Source: an optimization exercise on an open RTL-to-GDS flow (aim: small area and a short achievable clock period). Production flows keep margins and buffers that such runs may drop.
At most, simulation tests tie the RTL to the original design; equivalence was not proved.
Power and IR drop assume default switching activity.

==> branch yarrow: inputs <==
Design Parameterized_ALU, start of the top module:
module Parameterized_ALU#(parameter N = 16)(
    input clk,
    input [N-1:0] A,
    input [N-1:0] B,
    input [3:0] ALU_Func,
    output reg [N-1:0] ALU_out,
    output reg Carry,
    output  Arith,
    output  Shift,
    output  CMP,
    output  Logic
    );
    wire sub = ALU_Func[0] | ALU_Func[3];
    wire [15:0] bx = B ^ {16{sub}};
    wire [16:0] c;
    wire [15:0] s;
    assign c[0] = sub;
    genvar i;
    generate for (i = 0; i < 16; i = i + 1) begin : add
      assign s[i] = A[i] ^ bx[i] ^ c[i];
      assign c[i+1] = (A[i] & bx[i]) | (c[i] & (A[i] ^ bx[i]));
    end endgenerate
    wire lt = ~c[16];             
    wire eq = ~|(A ^ B);
    wire gt = ~lt & ~eq;
    wire [15:0] md;
    alu_muldiv u_md(.A(A), .B(B), .div(ALU_Func[0]), .Y(md));
    always @(posedge clk) begin
        Carry <= 1'b0;
        case (ALU_Func)
            4'b0000: {Carry, ALU_out} <= {c[16], s};
            4'b0001: {Carry, ALU_out} <= {lt, s};
            4'b0010: ALU_out <= md;
            4'b0011: ALU_out <= md;
            4'b0100: ALU_out <= A & B;
            4'b0101: ALU_out <= A | B;
            4'b0110: ALU_out <= ~(A & B);
            4'b0111: ALU_out <= ~(A | B);
            4'b1000: ALU_out <= A ^ B;
            4'b1001: ALU_out <= ~(A ^ B);
            4'b1010: ALU_out <= {15'b0, eq};
            4'b1011: ALU_out <= {14'b0, gt, 1'b0};
            4'b1100: ALU_out <= {14'b0, lt, lt};
            4'b1101: ALU_out <= {1'b0, A[15:1]};
            4'b1110: ALU_out <= {A[14:0], 1'b0};
            default: ALU_out <= 16'b0;
        endcase
    end
    assign Arith = (ALU_Func[3:2] == 2'b00);
    assign Logic = (ALU_Func[3:2] == 2'b01) || (ALU_Func == 4'b1000) || (ALU_Func == 4'b1001);
    assign CMP   = (ALU_Func == 4'b1010) || (ALU_Func == 4'b1011) || (ALU_Func == 4'b1100);
    assign Shift = (ALU_Func == 4'b1101) || (ALU_Func == 4'b1110);
endmodule
Settings: LEC_CHECK=0, ABC_AREA=1, CAP_MARGIN=20, CORE_MARGIN=2, CORE_UTILIZATION=40, SLEW_MARGIN=20; clock period 35.0 ns.
run.sh (not shown) runs the stock make flow with config.mk's settings and CLKGATE_MAP_FILE= SYNTH_SCRIPT=/design/flow/synth_recipe.tcl, a recipe that flattens the netlist after the stock synthesis.
==> branch umber (differences from branch yarrow) <==
--- a/flow/design.v
+++ b/flow/design.v
@@ -202,120 +202,24 @@
   wire ctl14 = div ? q[2] : A[2];
   assign s14_r = s14_t ^ ({14{ctl14}} & (y[13:0] ^ s14_c[13:0]));
   wire [14:0] s15_t, s15_r;
   wire [15:0] s15_c;
   assign s15_c[0] = 1'b1;
   assign s15_t = {s14_r, A[1] | ~div};
-  wire [14:0] s15_g = s15_t & y[14:0];
-  wire [14:0] s15_p = s15_t | y[14:0];
-  wire s15_n1_g = s15_g[1] | (s15_p[1] & s15_p[0]);
-  wire s15_n2_g = s15_g[3] | (s15_p[3] & s15_g[2]);
-  wire s15_n2_p = s15_p[3] & s15_p[2];
-  wire s15_n3_g = s15_g[5] | (s15_p[5] & s15_g[4]);
-  wire s15_n3_p = s15_p[5] & s15_p[4];
-  wire s15_n4_g = s15_g[7] | (s15_p[7] & s15_g[6]);
-  wire s15_n4_p = s15_p[7] & s15_p[6];
-  wire s15_n5_g = s15_g[9] | (s15_p[9] & s15_g[8]);
-  wire s15_n5_p = s15_p[9] & s15_p[8];
-  wire s15_n6_g = s15_g[11] | (s15_p[11] & s15_g[10]);
-  wire s15_n6_p = s15_p[11] & s15_p[10];
-  wire s15_n7_g = s15_g[13] | (s15_p[13] & s15_g[12]);
-  wire s15_n7_p = s15_p[13] & s15_p[12];
-  wire s15_n8_g = s15_n2_g | (s15_n2_p & s15_n1_g);
-  wire s15_n9_g = s15_n4_g | (s15_n4_p & s15_n3_g);
-  wire s15_n9_p = s15_n4_p & s15_n3_p;
-  wire s15_n10_g = s15_n6_g | (s15_n6_p & s15_n5_g);
-  wire s15_n10_p = s15_n6_p & s15_n5_p;
-  wire s15_n11_g = s15_n9_g | (s15_n9_p & s15_n8_g);
-  wire s15_n12_g = s15_n10_g | (s15_n10_p & s15_n11_g);
-  wire s15_n13_g = s15_n3_g | (s15_n3_p & s15_n8_g);
-  wire s15_n14_g = s15_n5_g | (s15_n5_p & s15_n11_g);
-  wire s15_n15_g = s15_n7_g | (s15_n7_p & s15_n12_g);
-  wire s15_n16_g = s15_g[2] | (s15_p[2] & s15_n1_g);
-  wire s15_n17_g = s15_g[4] | (s15_p[4] & s15_n8_g);
-  wire s15_n18_g = s15_g[6] | (s15_p[6] & s15_n13_g);
-  wire s15_n19_g = s15_g[8] | (s15_p[8] & s15_n11_g);
-  wire s15_n20_g = s15_g[10] | (s15_p[10] & s15_n14_g);
-  wire s15_n21_g = s15_g[12] | (s15_p[12] & s15_n12_g);
-  wire s15_n22_g = s15_g[14] | (s15_p[14] & s15_n15_g);
-  assign s15_c[1] = s15_p[0];
-  assign s15_c[2] = s15_n1_g;
-  assign s15_c[3] = s15_n16_g;
-  assign s15_c[4] = s15_n8_g;
-  assign s15_c[5] = s15_n17_g;
-  assign s15_c[6] = s15_n13_g;
-  assign s15_c[7] = s15_n18_g;
-  assign s15_c[8] = s15_n11_g;
-  assign s15_c[9] = s15_n19_g;
-  assign s15_c[10] = s15_n14_g;
-  assign s15_c[11] = s15_n20_g;
-  assign s15_c[12] = s15_n12_g;
-  assign s15_c[13] = s15_n21_g;
-  assign s15_c[14] = s15_n15_g;
-  assign s15_c[15] = s15_n22_g;
+  generate for (w = 0; w < 15; w = w + 1) begin : c15
+    assign s15_c[w+1] = (s15_t[w] & y[w]) | ((s15_t[w] | y[w]) & s15_c[w]);
+  end endgenerate
   assign q[1] = hiz[15] & s15_c[15];
   wire ctl15 = div ? q[1] : A[1];
   assign s15_r = s15_t ^ ({15{ctl15}} & (y[14:0] ^ s15_c[14:0]));
   wire [15:0] s16_t, s16_r;
   wire [16:0] s16_c;
   assign s16_c[0] = 1'b1;
   assign s16_t = {s15_r, A[0] | ~div};
-  wire [15:0] s16_g = s16_t & y[15:0];
-  wire [15:0] s16_p = s16_t | y[15:0];
-  wire s16_n1_g = s16_g[1] | (s16_p[1] & s16_p[0]);
-  wire s16_n2_g = s16_g[3] | (s16_p[3] & s16_g[2]);
-  wire s16_n2_p = s16_p[3] & s16_p[2];
-  wire s16_n3_g = s16_g[5] | (s16_p[5] & s16_g[4]);
-  wire s16_n3_p = s16_p[5] & s16_p[4];
-  wire s16_n4_g = s16_g[7] | (s16_p[7] & s16_g[6]);
-  wire s16_n4_p = s16_p[7] & s16_p[6];
-  wire s16_n5_g = s16_g[9] | (s16_p[9] & s16_g[8]);
-  wire s16_n5_p = s16_p[9] & s16_p[8];
-  wire s16_n6_g = s16_g[11] | (s16_p[11] & s16_g[10]);
-  wire s16_n6_p = s16_p[11] & s16_p[10];
-  wire s16_n7_g = s16_g[13] | (s16_p[13] & s16_g[12]);
-  wire s16_n7_p = s16_p[13] & s16_p[12];
-  wire s16_n8_g = s16_g[15] | (s16_p[15] & s16_g[14]);
-  wire s16_n8_p = s16_p[15] & s16_p[14];
-  wire s16_n9_g = s16_n2_g | (s16_n2_p & s16_n1_g);
-  wire s16_n10_g = s16_n4_g | (s16_n4_p & s16_n3_g);
-  wire s16_n10_p = s16_n4_p & s16_n3_p;
-  wire s16_n11_g = s16_n6_g | (s16_n6_p & s16_n5_g);
-  wire s16_n11_p = s16_n6_p & s16_n5_p;
-  wire s16_n12_g = s16_n8_g | (s16_n8_p & s16_n7_g);
-  wire s16_n12_p = s16_n8_p & s16_n7_p;
-  wire s16_n13_g = s16_n10_g | (s16_n10_p & s16_n9_g);
-  wire s16_n14_g = s16_n12_g | (s16_n12_p & s16_n11_g);
-  wire s16_n14_p = s16_n12_p & s16_n11_p;
-  wire s16_n15_g = s16_n14_g | (s16_n14_p & s16_n13_g);
-  wire s16_n16_g = s16_n11_g | (s16_n11_p & s16_n13_g);
-  wire s16_n17_g = s16_n3_g | (s16_n3_p & s16_n9_g);
-  wire s16_n18_g = s16_n5_g | (s16_n5_p & s16_n13_g);
-  wire s16_n19_g = s16_n7_g | (s16_n7_p & s16_n16_g);
-  wire s16_n20_g = s16_g[2] | (s16_p[2] & s16_n1_g);
-  wire s16_n21_g = s16_g[4] | (s16_p[4] & s16_n9_g);
-  wire s16_n22_g = s16_g[6] | (s16_p[6] & s16_n17_g);
-  wire s16_n23_g = s16_g[8] | (s16_p[8] & s16_n13_g);
-  wire s16_n24_g = s16_g[10] | (s16_p[10] & s16_n18_g);
-  wire s16_n25_g = s16_g[12] | (s16_p[12] & s16_n16_g);
-  wire s16_n26_g = s16_g[14] | (s16_p[14] & s16_n19_g);
-  assign s16_c[1] = s16_p[0];
-  assign s16_c[2] = s16_n1_g;
-  assign s16_c[3] = s16_n20_g;
-  assign s16_c[4] = s16_n9_g;
-  assign s16_c[5] = s16_n21_g;
-  assign s16_c[6] = s16_n17_g;
-  assign s16_c[7] = s16_n22_g;
-  assign s16_c[8] = s16_n13_g;
-  assign s16_c[9] = s16_n23_g;
-  assign s16_c[10] = s16_n18_g;
-  assign s16_c[11] = s16_n24_g;
-  assign s16_c[12] = s16_n16_g;
-  assign s16_c[13] = s16_n25_g;
-  assign s16_c[14] = s16_n19_g;
-  assign s16_c[15] = s16_n26_g;
-  assign s16_c[16] = s16_n15_g;
+  generate for (w = 0; w < 16; w = w + 1) begin : c16
+    assign s16_c[w+1] = (s16_t[w] & y[w]) | ((s16_t[w] | y[w]) & s16_c[w]);
+  end endgenerate
   assign q[0] = hiz[16] & s16_c[16];
-  wire ctl16 = A[0];
+  wire ctl16 = div ? q[0] : A[0];
   assign s16_r = s16_t ^ ({16{ctl16}} & (y[15:0] ^ s16_c[15:0]));
   assign Y = div ? q : ~s16_r;
 endmodule
--- a/flow/config.mk
+++ b/flow/config.mk
@@ -6,7 +6,8 @@
 export NUM_CORES = 4
 export LEC_CHECK = 0
 export ABC_AREA = 1
 export CAP_MARGIN = 20
 export CORE_MARGIN = 2
 export CORE_UTILIZATION = 40
+export GPL_TIMING_DRIVEN = 0
 export SLEW_MARGIN = 20
==> run notes <==
largest net degree at the start of global routing=45; via count=10900; clk slew on worst S/H paths=0.07 ns; WL final=31700 µm; status=finished clean; Critical Path Stages=198; xor/xnor cell area share of the yosys netlist=0.114; Worst setup endpoint=ALU_out[11]; register area share after synthesis=0.0352
the above is filed under branch yarrow

==> run notes <==
clk slew on worst S/H paths=0.06 ns; vias per inst=5.17; xor/xnor cell area share of the yosys netlist=0.129; Worst setup endpoint=ALU_out[6]; largest net degree at the start of global routing=11; Critical Path Stages=201; status=finished clean; clock share of power=0.042; register area share after synthesis=0.0354; WL final=32300 µm
the above is filed under branch umber

For branch yarrow, only the layout was checked, not whether the RTL still works.

what the ideal ports hide:
How much do the figures lean on ideal ports? The routed layouts below were timed once more, with nothing changed but the port constraints.
Step 1 sets driving cells, clkbuf_16 on the clock port and buf_2 on the other inputs (assumed; they add their load-dependent delay and slew).
Step 2 adds t to the input delays and takes it off the output delays; t is the mean of the earliest and latest rising clock arrival at the registers after step 1. Input paths then give back, and output paths get back, about the clock's delay inside the block.
Three values: no drivers, after step 1, after step 2; two values: the first two.
run | t, ns | slack for setup (ns) | hold WS [ns] | clock arrival spread, ns
branch yarrow | 0.292 | 7.805 / 7.819 / 7.527 | 7.619 / 7.604 / 7.749 | 0.009 / 0.010
branch umber | 0.283 | 6.815 / 6.825 / 6.541 | 7.630 / 7.621 / 7.752 | 0.005 / 0.005
After both steps every run listed still meets setup and hold. The setup slack of branch yarrow, which loses most, moves by +0.014 ns with the drivers and by -0.278 ns with both steps.
